Context: an optimization exercise on an open-source flow, tuned for small area. The choices shown serve that exercise and are no tape-out recipe.
In this exercise RTL edits were held to simulation tests only and were not proved equivalent to the original.
No run shown here takes its clock network from TritonCTS; it comes from the design's own scripts or RTL.
The flow treats the clock pin as an ideal source. Dropping or thinning the clock tree relies on that and would not hold on a real chip.
Power is estimated from default activity; no workload was simulated.

<file path="flow/config.mk">
export PLATFORM = sky130hd
export DESIGN_NAME = frequency_meter
export DESIGN_NICKNAME = frequency_meter
export VERILOG_FILES = /design/flow/design.v
export SDC_FILE = /design/flow/constraint.sdc
export NUM_CORES = 4
export LEC_CHECK = 0
export CAP_MARGIN = 0
export CORE_MARGIN = 2
export CORE_UTILIZATION = 70
export SLEW_MARGIN = 0
export SYNTH_HIERARCHICAL = 1
</file>
<file path="flow/constraint.sdc">
create_clock -name core_clock -period 140.0 [get_ports {clk}]
set_input_delay 28.0000 -clock core_clock [delete_from_list [all_inputs] [get_ports {clk}]]
set_output_delay 28.0000 -clock core_clock [all_outputs]
set_load 0.01 [all_outputs]
</file>
<file path="flow/design.v">
module frequency_meter #(parameter INVERT_RST = 1, DEBOUNCE_THRESHOLD = 5000, SEGMENTOS = 7, BIT_SIZE = 20, FREQ = 1, DATA_IN_SIZE = 6)(
    input clk,                     
    input rst,                     
    input signal_in,               
    output [0:SEGMENTOS-1] un, dec, cen, un_millar, dec_millar, cen_millar
);
    reg        prev_rst;
    reg        first;              
    reg  [4:0] step;               
    reg [21:0] period;             
    reg [21:0] rem_n;              
    reg [22:0] work;               
    reg [22:0] shown;              
    wire clear = prev_rst & ~rst;            
    wire low4  = |step[3:0];
    wire idle  = ~low4;                        
    wire armed = ~low4 & ~step[4];             
    wire last  = step == 5'b01000;
    wire [4:0] step_next = {(step[3] & ~last) | ((last | (idle & step[4])) & signal_in),
                            step[2:0],
                            ((step[4] ^ step[2]) & low4) | (armed & signal_in)};
    localparam [31:0] DBITS = 32'hdb401ba0;
    wire dbit = DBITS[step];
    genvar i;
    wire [22:0] pc;
    wire [21:0] period_inc;
    assign pc[0] = idle;
    generate for (i = 0; i < 22; i = i + 1) begin : g_period
        assign period_inc[i] = period[i] ^ pc[i];
        assign pc[i+1]       = period[i] & pc[i];
    end endgenerate
    wire [22:0] trial_n = {rem_n, ~dbit};
    wire [22:0] sum;
    wire [23:0] cy;
    assign cy[0] = 1'b0;
    generate for (i = 0; i < 23; i = i + 1) begin : g_sub
        wire pb = (i < 22) ? period[i] : 1'b0;
        assign sum[i]  = trial_n[i] ^ pb ^ cy[i];
        assign cy[i+1] = (trial_n[i] & pb) | (trial_n[i] & cy[i]) | (pb & cy[i]);
    end endgenerate
    wire qbit = ~cy[23] & ~idle;
    wire [22:0] adj;
    assign adj[22:20] = work[22:20];
    generate for (i = 0; i < 5; i = i + 1) begin : g_dabble
        bcd_dabble_digit DIG (.en(~idle), .d(work[4*i+3:4*i]), .q(adj[4*i+3:4*i]));
    end endgenerate
    wire load_lo, load_hi;
    display_load LOAD_LO (.clear(clear), .last(last), .first(first), .load(load_lo));
    display_load LOAD_HI (.clear(clear), .last(last), .first(first), .load(load_hi));
    always @(posedge clk) begin
        prev_rst <= rst;
        step     <= step_next;
        period   <= last ? 22'd30 : period_inc;
        rem_n    <= qbit ? sum[21:0] : trial_n[21:0];
        work     <= {adj[21:0], qbit};
        if (load_lo)
            shown[11:0] <= work[11:0];
        if (load_hi)
            shown[22:12] <= work[22:12];
        if (clear)
            first <= 1'b1;
        else if (last)
            first <= 1'b0;
    end
    decoder_7_seg_top SEG_CM (.decoder_in(shown[22:20]), .decoder_out(cen_millar));
    decoder_7_seg SEG_DM (.decoder_in(shown[19:16]), .decoder_out(dec_millar));
    decoder_7_seg SEG_UM (.decoder_in(shown[15:12]), .decoder_out(un_millar));
    decoder_7_seg SEG_C  (.decoder_in(shown[11:8]),  .decoder_out(cen));
    decoder_7_seg SEG_D  (.decoder_in(shown[7:4]),   .decoder_out(dec));
    decoder_7_seg SEG_U  (.decoder_in(shown[3:0]),   .decoder_out(un));
endmodule
module display_load(
    input wire clear,
    input wire last,
    input wire first,
    output wire load
);
    assign load = clear | (last & ~first);
endmodule
module debouncer_one_shot #(parameter INVERT_LOGIC = 0, DEBOUNCE_THRESHOLD = 5000)(
    input clk, 
	 input signal,
    output signal_one_shot
);
wire debouncer_out;
debouncer #(.INVERT_LOGIC(INVERT_LOGIC), .DEBOUNCE_THRESHOLD(DEBOUNCE_THRESHOLD)) DEBOUNCER (
    .clk(clk),
    .debouncer_in(signal),
    .debouncer_out(debouncer_out)
);
one_shot ONE_SHOT(
    .clk(clk),
    .boton_a(debouncer_out),
    .signal_with_one_shot(signal_one_shot)
);
endmodule
module debouncer #(parameter DEBOUNCE_THRESHOLD = 5000, INVERT_LOGIC = 0)(
	input clk, 					 
		  debouncer_in,			 
	output reg debouncer_out	 
);
wire [ceillog2(DEBOUNCE_THRESHOLD) - 1: 0] counter_out;  
wire counter_match;						   
wire debouncer_in_processed;
assign debouncer_in_processed = (INVERT_LOGIC) ? ~debouncer_in : debouncer_in;  
counter_debouncer #(.STABILITY_TIME(DEBOUNCE_THRESHOLD)) CONTADOR_ESTABILIDAD(
	.clock(clk),
	.tick_count(counter_out),
	.stability_flag(counter_match)
);
always @(posedge clk)
begin
	if(counter_match)
		debouncer_out <= debouncer_in_processed; 	 
	else
		debouncer_out <= debouncer_out;  
end
function integer ceillog2;
	input integer data;
	integer i, result;
	begin
		for(i = 0; 2**i < data; i = i + 1)
			result = i + 1;
		ceillog2 = result;
	end
endfunction
endmodule
module counter_debouncer #(parameter STABILITY_TIME = 5000)(
	input clock,                                           
    output reg [calculate_bits(STABILITY_TIME)-1:0] tick_count,
    output reg stability_flag                              
);
always @(posedge clock)  
begin
    if(tick_count >= STABILITY_TIME - 1)  
    begin
        tick_count <= 0;        
        stability_flag <= 1;    
    end
    else
    begin
        tick_count <= tick_count + 1;  
        stability_flag <= 0;           
    end
end
function integer calculate_bits;
	input integer data;
	integer i, result;
	begin
		for(i = 0; 2**i < data; i = i + 1)
			result = i + 1;
		calculate_bits = result;
	end
endfunction
endmodule
module one_shot(
    input clk,                    
    input boton_a,                
    output reg signal_with_one_shot    
);
reg delay_boton_a;                
reg signal_clk;                   
always @(posedge clk) begin
    delay_boton_a <= boton_a;     
    signal_clk = delay_boton_a ^ 1'b1;  
    signal_with_one_shot = signal_clk & boton_a;  
end
endmodule
module signal_processor(
    input clock,                     
    input raw_signal,                
    output pos_pulse                 
);
    reg intermediate;
    reg clean_signal;
    reg data_prev;
    always @(posedge clock) begin
        intermediate <= raw_signal;    
        clean_signal <= intermediate;  
    end
    always @(posedge clock) begin
        data_prev <= clean_signal;
    end
    assign pos_pulse = clean_signal & ~data_prev;
endmodule
module frequency_measurement(
    input clock,                      
    input clear_all,                  
    input edge_detected,              
    output reg [19:0] freq_value      
);
    reg [23:0] time_counter;          
    reg [23:0] last_edge_time;        
    reg initial_edge;                 
    reg [23:0] time_measure;          
    always @(posedge clock) begin
        if (clear_all) begin
            time_counter <= 0;
            last_edge_time <= 0;
            time_measure <= 0;
            initial_edge <= 1;        
            freq_value <= 0;          
        end else begin
            time_counter <= time_counter + 1;
            if (edge_detected) begin
                if (initial_edge) begin
                    last_edge_time <= time_counter;
                    initial_edge <= 0;
                end else begin
                    time_measure <= time_counter - last_edge_time;
                    last_edge_time <= time_counter;
                    if (time_counter != last_edge_time)  
                        freq_value <= 50000000 / (time_counter - last_edge_time);
                end
            end
        end
    end
endmodule
module decoder_7_seg_top(
    input wire [2:0] decoder_in,      
    output wire [0:6] decoder_out     
);
    localparam [7:0] SEG0 = 8'b10000011;
    localparam [7:0] SEG1 = 8'b10001110;
    localparam [7:0] SEG2 = 8'b10111010;
    localparam [7:0] SEG3 = 8'b10010010;
    localparam [7:0] SEG4 = 8'b00000100;
    localparam [7:0] SEG5 = 8'b01100000;
    localparam [7:0] SEG6 = 8'b00010010;
    assign decoder_out = {SEG0[decoder_in], SEG1[decoder_in], SEG2[decoder_in],
                          SEG3[decoder_in], SEG4[decoder_in], SEG5[decoder_in],
                          SEG6[decoder_in]};
endmodule
module bcd_dabble_digit(
    input wire en,
    input wire [3:0] d,
    output wire [3:0] q
);
    localparam [31:0] OUT0 = 32'b01010101010010101010101010101010;
    localparam [31:0] OUT1 = 32'b10001101100011001100110011001100;
    localparam [31:0] OUT2 = 32'b00011010000100001111000011110000;
    localparam [31:0] OUT3 = 32'b11111111111000001111111100000000;
    assign q = {OUT3[{en, d}], OUT2[{en, d}], OUT1[{en, d}], OUT0[{en, d}]};
endmodule
module decoder_7_seg(
    input wire [3:0] decoder_in,      
    output wire [0:6] decoder_out     
);
    localparam [15:0] SEG0 = 16'b0000110010000011;
    localparam [15:0] SEG1 = 16'b1000110010001110;
    localparam [15:0] SEG2 = 16'b1011101010111010;
    localparam [15:0] SEG3 = 16'b1001000010010010;
    localparam [15:0] SEG4 = 16'b0000010000000100;
    localparam [15:0] SEG5 = 16'b1100000001100000;
    localparam [15:0] SEG6 = 16'b0001000000010010;
    assign decoder_out = {SEG0[decoder_in], SEG1[decoder_in], SEG2[decoder_in],
                          SEG3[decoder_in], SEG4[decoder_in], SEG5[decoder_in],
                          SEG6[decoder_in]};
endmodule
</file>
<file path="flow/flow/run.sh">
#!/bin/bash
# Own layout flow: the standard ORFS flow (standard.sh) with changes that
# only cut cell area:
#  - synthesis is the standard flow's (synth_recipe.tcl) except that abc maps the logic
#    with an area script (abc_area.script) instead of ORFS's delay script,
#    and adder cells are extracted only in the top module (see synth.tcl);
#    the registers are the standard synthesis's;
#  - the port buffers use the smallest buffer cell (buf_1);
#  - before the post-placement repair, every logic cell is set to the
#    smallest drive strength of its kind (repair_design then fixes any slew or
#    capacitance violation this makes);
#  - clock tree synthesis adds no dummy loads, and its tree is then rebuilt
#    as one level of 4 buffers (clockmerge.tcl).
set -euo pipefail
cd "$(dirname "$0")/.."
work=$(pwd)
export BUFFER_PORTS_ARGS="-buffer_cell sky130_fd_sc_hd__buf_1"
export PRE_RESIZE_TCL=$work/flow/downsize.tcl
export POST_CTS_TCL=$work/flow/clockmerge.tcl
export CTS_ARGS="-sink_clustering_enable -repair_clock_nets -dont_use_dummy_load"
sed "s#SYNTH_SCRIPT=[^ ]*#SYNTH_SCRIPT=$work/flow/synth.tcl#" standard.sh > own_synth.sh
bash own_synth.sh synth > synth.log 2>&1
bash standard.sh > standard.log 2>&1
</file>
<file path="flow/flow/abc_area.script">
strash
&get -n
&deepsyn -T 30
&put
dch
amap
topo
</file>
<file path="flow/flow/clockmerge.tcl">
# Run after clock tree synthesis (POST_CTS_TCL). Rebuilds the clock tree CTS
# made as a single level of 4 buffers, each driving the clock pins of a
# quarter of the registers, grouped by position, and each driven straight from
# the clock port (4 cells on the port). Every register's clock goes through
# exactly one buffer of the same kind with about the same load, as balanced
# as CTS's tree, with fewer buffers. The new buffers start at their group's
# centre and detailed placement legalizes them.
set nleaf 4
set leafcell sky130_fd_sc_hd__buf_8
set block [ord::get_db_block]
set clkport_net [$block findNet clk]
# collect register clock pins and the clock buffers CTS made
set sinks {}
set bufs {}
foreach inst [$block getInsts] {
  set m [[$inst getMaster] getName]
  if { [string match "clkbuf_*" [$inst getName]] } { lappend bufs $inst; continue }
  set it [$inst findITerm CLK]
  if { $it ne "NULL" } { lappend sinks $it }
}
puts "clockmerge: [llength $sinks] clock pins, [llength $bufs] CTS buffers"
# split sinks recursively by the wider coordinate
proc split_groups { items n } {
  if { $n <= 1 } { return [list $items] }
  set xs {}; set ys {}
  foreach it $items { set b [[$it getInst] getBBox]; lappend xs [$b xMin]; lappend ys [$b yMin] }
  set dx [expr {[tcl::mathfunc::max {*}$xs] - [tcl::mathfunc::min {*}$xs]}]
  set dy [expr {[tcl::mathfunc::max {*}$ys] - [tcl::mathfunc::min {*}$ys]}]
  set keyed {}
  foreach it $items x $xs y $ys { lappend keyed [list [expr {$dx >= $dy ? $x : $y}] $it] }
  set sorted [lsort -integer -index 0 $keyed]
  set half [expr {[llength $sorted] / 2}]
  set a {}; set b {}
  set i 0
  foreach k $sorted { if { $i < $half } { lappend a [lindex $k 1] } else { lappend b [lindex $k 1] }; incr i }
  set n1 [expr {$n / 2}]
  return [concat [split_groups $a $n1] [split_groups $b [expr {$n - $n1}]]]
}
set groups [split_groups $sinks $nleaf]
# remove CTS buffers and their nets
foreach inst $bufs {
  foreach it [$inst getITerms] {
    set net [$it getNet]
    if { $net ne "NULL" && [$net getName] ne "clk" } { $it disconnect; if { [llength [$net getITerms]] == 0 && [llength [$net getBTerms]] == 0 } { odb::dbNet_destroy $net } } else { $it disconnect }
  }
  odb::dbInst_destroy $inst
}
set master [[ord::get_db] findMaster $leafcell]
set gi 0
foreach g $groups {
  set sx 0; set sy 0
  foreach it $g { set b [[$it getInst] getBBox]; incr sx [$b xMin]; incr sy [$b yMin] }
  set cx [expr {$sx / [llength $g]}]; set cy [expr {$sy / [llength $g]}]
  set buf [odb::dbInst_create $block $master "clkleaf_$gi"]
  set net [odb::dbNet_create $block "clknet_leaf_$gi"]
  $net setSigType CLOCK
  [$buf findITerm A] connect $clkport_net
  [$buf findITerm X] connect $net
  foreach it $g { set old [$it getNet]; $it disconnect; $it connect $net; if { $old ne "NULL" && [llength [$old getITerms]] == 0 && [llength [$old getBTerms]] == 0 } { odb::dbNet_destroy $old } }
  $buf setLocation $cx $cy
  $buf setPlacementStatus PLACED
  puts "clockmerge: leaf $gi drives [llength $g] clock pins"
  incr gi
}

detailed_placement
check_placement -verbose
</file>
<file path="flow/flow/downsize.tcl">
# Set every logic cell to the smallest-area drive strength of its kind.
# Registers and port buffers are left as they are.
set n 0
set saved 0.0
foreach inst [get_cells *] {
  set master [get_property $inst ref_name]
  if { ![regexp {^(sky130_fd_sc_hd__[a-z0-9]+)_([0-9]+)$} $master -> base drive] } { continue }
  if { [regexp {df|dl|tap|fill|decap|conb|clk} $base] } { continue }
  set cur [get_lib_cells $master]
  set best $master
  set best_area [get_property $cur area]
  foreach lc [get_lib_cells ${base}_*] {
    set name [get_name $lc]
    if { ![regexp "^${base}_\[0-9\]+\$" $name] } { continue }
    if { [lsearch -exact $::env(DONT_USE_CELLS) $name] >= 0 } { continue }
    set a [get_property $lc area]
    if { $a < $best_area } { set best $name; set best_area $a }
  }
  if { $best ne $master } {
    set saved [expr { $saved + [get_property $cur area] - $best_area }]
    replace_cell $inst $best
    incr n
  }
}
puts "downsize: $n cells set to their smallest drive strength, [format %.1f $saved] um2 less"
</file>
<file path="flow/flow/synth.tcl">
# The standard flow's synthesis script (synth_recipe.tcl, beside flow/), with two changes:
#  - abc maps the logic with the area-oriented script abc_area.script (beside
#    this file) instead of ORFS's delay-oriented one;
#  - full and half adder cells are extracted only in the top module, which
#    holds the counter and the subtractor, not in the small logic modules
#    (digit decoders and converter digits), where abc does better alone.
# Everything else, the registers included, is as the standard synthesis
# makes it.
set own_flow_dir [file dirname [file normalize [info script]]]
proc abc {args} {
  global own_flow_dir
  set i [lsearch -exact $args -script]
  if { $i >= 0 } {
    lset args [expr { $i + 1 }] [file join $own_flow_dir abc_area.script]
  }
  yosys abc {*}$args
}
proc extract_fa {args} {
  yosys extract_fa {*}$args $::env(DESIGN_NAME)
}
source [file join [file dirname $own_flow_dir] synth_recipe.tcl]
</file>
<file path="flow/standard.sh">
#!/bin/bash
# synth_recipe.tcl (not shown) runs the flow's synth.tcl, then flattens the netlist and writes it again
# the make line also repeats each setting of config.mk as NAME=value (left out here)
make -C /OpenROAD-flow-scripts/flow DESIGN_CONFIG=/design/flow/config.mk WORK_HOME=/design/flow/orfs CLKGATE_MAP_FILE= SYNTH_SCRIPT=/design/flow/synth_recipe.tcl "${@:-finish}"
</file>
==> metrics.cfg, run 1 <==
[status]
status=timing/DRC/antenna clean

[global_routing]
grt_pass1_vias=2482
grt_use_total=0.203
grt-busiest-layer=met2
use_met3=0.0407
met1_usage=0.247
grt_pass1_wl_um=10200
use_met2=0.368
antenna_found_initial=0
overflow=0
grt_max_degree=26

[sta]
fmax_mhz=33.9
period_minus_slack_ns=29.51
setup_viol=0
period_share=0.211
setup_ws_ns=110.49
timing.slew.headroom=0.319
slew_viol_final=0
worst_pin_slew_ns=1.02
rsz0062_at_grt=no
fin_setup_tns_ns=0
fin_skew_ns=0.00600
hold_violations=0

[drt]
ant_nets=0
routed_wl_um=6040
drt-initial-drc-count=149
remaining_drc_errors=0
drtPass1Iterations=4
viasPerCell=5.57
via_count=2597
post_drt_wl_per_cell_um=13.0

[cts]
clk_latency_ns=0.14
clkTransAtPathRegs_ns=0.11
cts_sinks=97

[worst_setup_path]
start_kind=flip-flop
worst-endpoint-required_ns=112.00
crit_path_max_incr_delay_ns=0.38
cp_common_cell=o22ai_1
path_buf_inv=2
cpLargestDelayFamily=compound AO/OA/AOI/OAI gates
end_kind=primary output
crit_fanout=5
crit_chain=clkinv_1 -> o22ai_1 -> nor2_1 -> a21oi_1 -> o22ai_1 -> buf_1
crit_type=reg2out
cp.arrival_ns=1.51
crit_slowest_cell=edfxtp_1

[pwr]
power.leakage_nw=1.78
power_w=0.0000877
power_density_nw_per_um2=20.3
peakVddDrop_mv=0.0128

[floorplan]
ios=45
dieWidth_um=79.5
die_area_um2=6330
die_y_um=79.5
initial_utilization=0.725
num_rows=27
core_um2=5510

[synth]
synth.avg_cell_area_um2=11.6
synth.distinct_cells=23
synth_seq_cells=97
synth.yosys.seq_area_share=0.544
syn_inst=345
yosysWarnings=7
netlist_area_um2=3990
syn_nets=391

[finish]
drive_gt1_frac=0.0102
antenna_cells=0
area_growth_pct=7.99
stdcell_count=466
nNetsFinal=442
most-common-layout-cells=dfxtp_1, buf_1, nor2_1, clkinv_1, edfxtp_1
final_common_cell=dfxtp_1

[placement]
dp_cells=462
dp_hpwl_um=4390
io_buffers=44
place_ws_ns=110.72
gp_congestion=0.766

[hold_path]
min_path_type=reg2reg

[job]
drv_cap=0

==> per-module statistics from Yosys (local to each module, per instance) <==
module             flip-flops and latches  cells
display_load                            0      2
frequency_meter                        97    209
decoder_7_seg                           0     15
decoder_7_seg_top                       0     12
bcd_dabble_digit                        0      9
==> worst paths after layout <==
kind             start            to  slack [ns]  depth (start not counted)
min           work[21]      work[22]        0.36                          0
min reg2reg   work[21]      work[22]        0.36                          0
max reg2reg    step[2]      rem_n[4]      129.11                         28
max          shown[14]  un_millar[3]      110.49                          6
==> synth_stat cells (all sizes together) <==
library cell  count  area (um2)
clkinv           26        97.6
a211oi            2        15.0
nand2            12        45.0
o22ai            11        68.8
a22o             22         193
ha               22         275
a21o              1        7.51
edfxtp           23         691
nor2             44         165
dfxtp            74        1480
nor2b            18         113
nor4              1        6.26
fa               21         420
or2               4        25.0
o21ai            15        75.1
nor3              2        10.0
o21a             11        82.6
a31oi            10        62.6
nand2b            5        31.3
o211ai            5        37.5
a21oi            12        60.1
o21bai            3        22.5
a311oi            1        8.76
==> kinds of logic (layout without fill, tap and decap cells) <==
group / Yosys count / count (layout) / synth area share
adders and majority gates: 43 / 43 / 0.174
and+or+nand+nor: 86 / 86 / 0.0990
AOI/OAI and AO/OA: 93 / 93 / 0.159
buffers and inverters: 26 / 75 / 0.0244
DFF: 97 / 97 / 0.544
==> worst register-to-register path: cells and delay by family, from the launching register on <==
| kind | cells | cell delay (ns) |
|---|---|---|
| DFF | 1 | 0.42 |
| adders and majority gates | 22 | 8.63 |
| AOI/OAI and AO/OA | 4 | 0.89 |
| buffers and inverters | 2 | 0.92 |
==> area by class of cell <==
class,count,area (um2)
multi-input combinational,222,1720
timing repair buffer,45,169
inverter,26,97.6
fill,348,1190
tap,72,90.1
buffer,4,60.1
sequential,97,2170
==> per-layer routing <==
layer	part of all wire	wire, um	up-vias
met4	0.0094	57	0
met1	0.47	2850	1196
met5	0	0	-
li1	-	-	1322
met3	0.040	241	8
met2	0.48	2890	71
==> registers in the layout (all words and copies together) (netlist names) <==
signal / count
shown: 23
work: 23
period: 22
rem_n: 22
step: 5
first: 1
prev_rst: 1
==> through the flow <==
step	utilization	cell area [um2]	hold slack [ns]
after floorplan	-	3990	0.327
after detailed placement	0.772	4250	0.343
final	0.783	4310	0.363
after global placement	0.773	4260	0.333
after global routing	0.783	4310	0.366
==> power by group <==
group / internal, W / total [W] / switching [W]
Clock: 0.00000328 / 0.00000967 / 0.00000638
Sequential: 0.0000398 / 0.0000476 / 0.00000784
Combinational: 0.0000149 / 0.0000304 / 0.0000154
Total: 0.0000580 / 0.0000877 / 0.0000297
==> run 2: changes to the inputs <==
--- a/flow/flow/clockmerge.tcl
+++ b/flow/flow/clockmerge.tcl
@@ -7,5 +7,5 @@
 # centre and detailed placement legalizes them.
 set nleaf 4
-set leafcell sky130_fd_sc_hd__buf_8
+set leafcell sky130_fd_sc_hd__buf_12
 set block [ord::get_db_block]
 set clkport_net [$block findNet clk]
==> run 2 against run 1 <==
  * Still clean
  * Power rose by 1.7%
  * Core utilization rose by 0.36 points
  * Final cell count did not move
  * Via count did not move
  * Largest power group unchanged
==> metrics.cfg, run 2 <==
[finish]
antenna_cells=0  ; unchanged
most-common-layout-cells=dfxtp_1, buf_1, nor2_1, clkinv_1, edfxtp_1  ; unchanged
stdcell_count=466  ; unchanged
nNetsFinal=442  ; unchanged
drive_gt1_frac=0.0102  ; unchanged
area_growth_pct=8.49  ; was 7.99%
postLayoutCoreUtil=0.787  ; was 0.783
reg.largest.list=shown: 23 flops, work: 23 flops  ; unchanged
final_common_cell=dfxtp_1  ; unchanged

[drt]
via_count=2597  ; unchanged
viasPerCell=5.57  ; unchanged
remaining_drc_errors=0  ; unchanged
drtPass1Iterations=4  ; unchanged
drt-initial-drc-count=170  ; was 149
routed_wl_um=6140  ; was 6040 um
post_drt_wl_per_cell_um=13.2  ; was 13.0 um
ant_nets=0  ; unchanged

[sta]
slew_viol_final=0  ; unchanged
timing.slew.headroom=0.323  ; was 0.319
hold_violations=0  ; unchanged
fmax_mhz=33.9  ; about the same
rsz0062_at_grt=no  ; unchanged
setup_viol=0  ; unchanged
period_minus_slack_ns=29.48  ; was 29.51 ns
period_share=0.211  ; about the same
fin_setup_tns_ns=0  ; unchanged
worst_pin_slew_ns=1.01  ; was 1.02 ns
fin_skew_ns=0.00640  ; was 0.00600 ns

[worst_setup_path]
crit_type=reg2out  ; unchanged
start_kind=flip-flop  ; unchanged
reg2reg_from=step[2]  ; unchanged
cp.arrival_ns=1.48  ; was 1.51 ns
worst-endpoint-required_ns=112.00  ; about the same
crit_fanout=5  ; unchanged
end_kind=primary output  ; unchanged
critical_path.startpoint=shown[14]  ; unchanged

[global_routing]
grt_max_degree=26  ; unchanged
grt_pass1_vias=2480  ; was 2482
overflow=0  ; unchanged
antenna_found_initial=0  ; unchanged
grt_pass1_wl_um=10300  ; was 10200 um
grt_use_total=0.206  ; was 0.203

[pwr]
power.leakage_nw=1.78  ; about the same
power_density_nw_per_um2=20.6  ; was 20.3 nW/um2
peakVddDrop_mv=0.0129  ; was 0.0128 mV

[floorplan]
initial_utilization=0.725  ; unchanged
num_rows=27  ; unchanged
die_y_um=79.5  ; unchanged
core_um2=5510  ; unchanged
die_area_um2=6330  ; unchanged
dieWidth_um=79.5  ; unchanged
ios=45  ; unchanged

[synth]
yosysWarnings=7  ; unchanged
synth_top_area_share=0.371  ; unchanged
yosys-top-cells-area=dfxtp_1, edfxtp_1, fa_1  ; unchanged
yosysTopAreaCell=dfxtp_1  ; unchanged
synth_ff_type=dfxtp_1  ; unchanged
synth.yosys.seq_area_share=0.544  ; unchanged
netlist_top_cells_count=dfxtp_1, nor2_1, clkinv_1, edfxtp_1  ; unchanged
netlist_area_um2=3990  ; unchanged
synth_seq_cells=97  ; unchanged
synth_most_common_cell=dfxtp_1  ; unchanged
synth_edf_count=23  ; unchanged
synth.distinct_cells=23  ; unchanged
synthArstFlopShare=0  ; unchanged
synth.avg_cell_area_um2=11.6  ; unchanged
syn_inst=345  ; unchanged
syn_nets=391  ; unchanged

[placement]
dp_hpwl_um=4390  ; unchanged
gp_congestion=0.766  ; unchanged
io_buffers=44  ; unchanged
dp_cells=462  ; unchanged

[cts]
clkTransAtPathRegs_ns=0.09  ; was 0.11 ns
cts_sinks=97  ; unchanged
clk_latency_ns=0.13  ; was 0.14 ns

[job]
drv_cap=0  ; unchanged

[hold_path]
min_path_type=reg2reg  ; unchanged
hold_start=work[21]  ; unchanged

[status]
status=timing/DRC/antenna clean  ; unchanged

[run 2: cell counts after synthesis]
Identical to the previous run, type by type.
[run 2: power breakdown]
part / switching, W / total (W) / internal (W)
Combinational: 0.0000155 / 0.0000304 / 0.0000149
Clock: 0.00000634 / 0.0000110 / 0.00000465
Sequential: 0.00000787 / 0.0000477 / 0.0000399
[run 2: per-module statistics from Yosys, one instance, submodules excluded]
module,copies in the design,cell area (um2),flip-flops and latches,cells inside
display_load,2,11.3,0,2
frequency_meter,1,3320,97,209
decoder_7_seg_top,1,60.1,0,12
bcd_dabble_digit,5,50.0,0,9
decoder_7_seg,5,68.8,0,15
[run 2: logic make-up (layout without fill, tap and decap cells)]
logic type	Yosys count	after routing	share of synthesized area
adder cells (fa/ha/maj)	43	43	0.174
AO/OA/AOI/OAI	93	93	0.159
buffers and inverters	26	75	0.0244
AND/OR/NAND/NOR	86	86	0.0990
flip-flops	97	97	0.544
[run 2: per-stage QoR]
step | power, W | worst slack (ns) | area [um2] | hold slack (ns)
after floorplan | 0.0000701 | 110.59 | 3990 | 0.327
after global placement | 0.0000760 | 110.82 | 4260 | 0.333
after detailed placement | 0.0000787 | 110.72 | 4250 | 0.343
after global routing | 0.0000959 | 110.34 | 4330 | 0.361
final | 0.0000892 | 110.52 | 4330 | 0.358
[run 2: worst max-delay path, stage by stage, from the launching register on]
cell and delay (ns):
edfxtp_1 0.37, clkinv_1 0.14, o22ai_1 0.28, nor2_1 0.12
a21oi_1 0.20, o22ai_1 0.11, buf_1 0.14
[run 2: cell type report]
cell class,count,area (um2)
Fill cell,343,1170
Timing Repair Buffer,45,169
Inverter,26,97.6
Sequential cell,97,2170
Buffer,4,80.1
Multi-Input combinational cell,222,1720
Tap cell,72,90.1
[run 2: final timing paths]
path,endpoint,slack (ns),depth (start not counted)
worst max-delay path,un_millar[3],110.52,6
worst min-delay path,work[22],0.36,0
worst max register to register,rem_n[4],129.14,28
worst min register to register,work[22],0.36,0
[run 2: metal layers]
metal / track usage / up-vias / wire length (um)
met5: 0 / - / 0
met4: 0.0569 / 0 / 64
met3: 0.0407 / 6 / 219
met2: 0.367 / 77 / 2960
met1: 0.254 / 1190 / 2890
li1: - / 1324 / -

==> port drivers added, routing unchanged <==
Ports are ideal in the flow. The routed layouts listed here were re-timed in OpenROAD. Step 1 (the two cells are an assumption about what drives the block):
set clk [get_ports {clk}]
set_driving_cell -lib_cell sky130_fd_sc_hd__clkbuf_16 $clk
set_driving_cell -lib_cell sky130_fd_sc_hd__buf_2 [delete_from_list [all_inputs] $clk]
Step 2, shift: input delay + t, output delay - t, t = (earliest + latest rising clock arrival at the registers) / 2. This alone moves slack from input paths to output paths. a / b / c = ideal ports / drivers / drivers and shift; a / b = the first two.
| run | t (ns) | setup slack, ns | worst setup path after step 2 | worst register clock-pin slew, ns |
|---|---|---|---|---|
| run 1 | 0.210 | 110.492 / 110.423 / 110.633 | register to output | 0.12 / 0.12 |
| run 2 | 0.205 | 110.516 / 110.437 / 110.642 | register to output | 0.09 / 0.09 |
After both steps setup and hold are still met in every run listed.
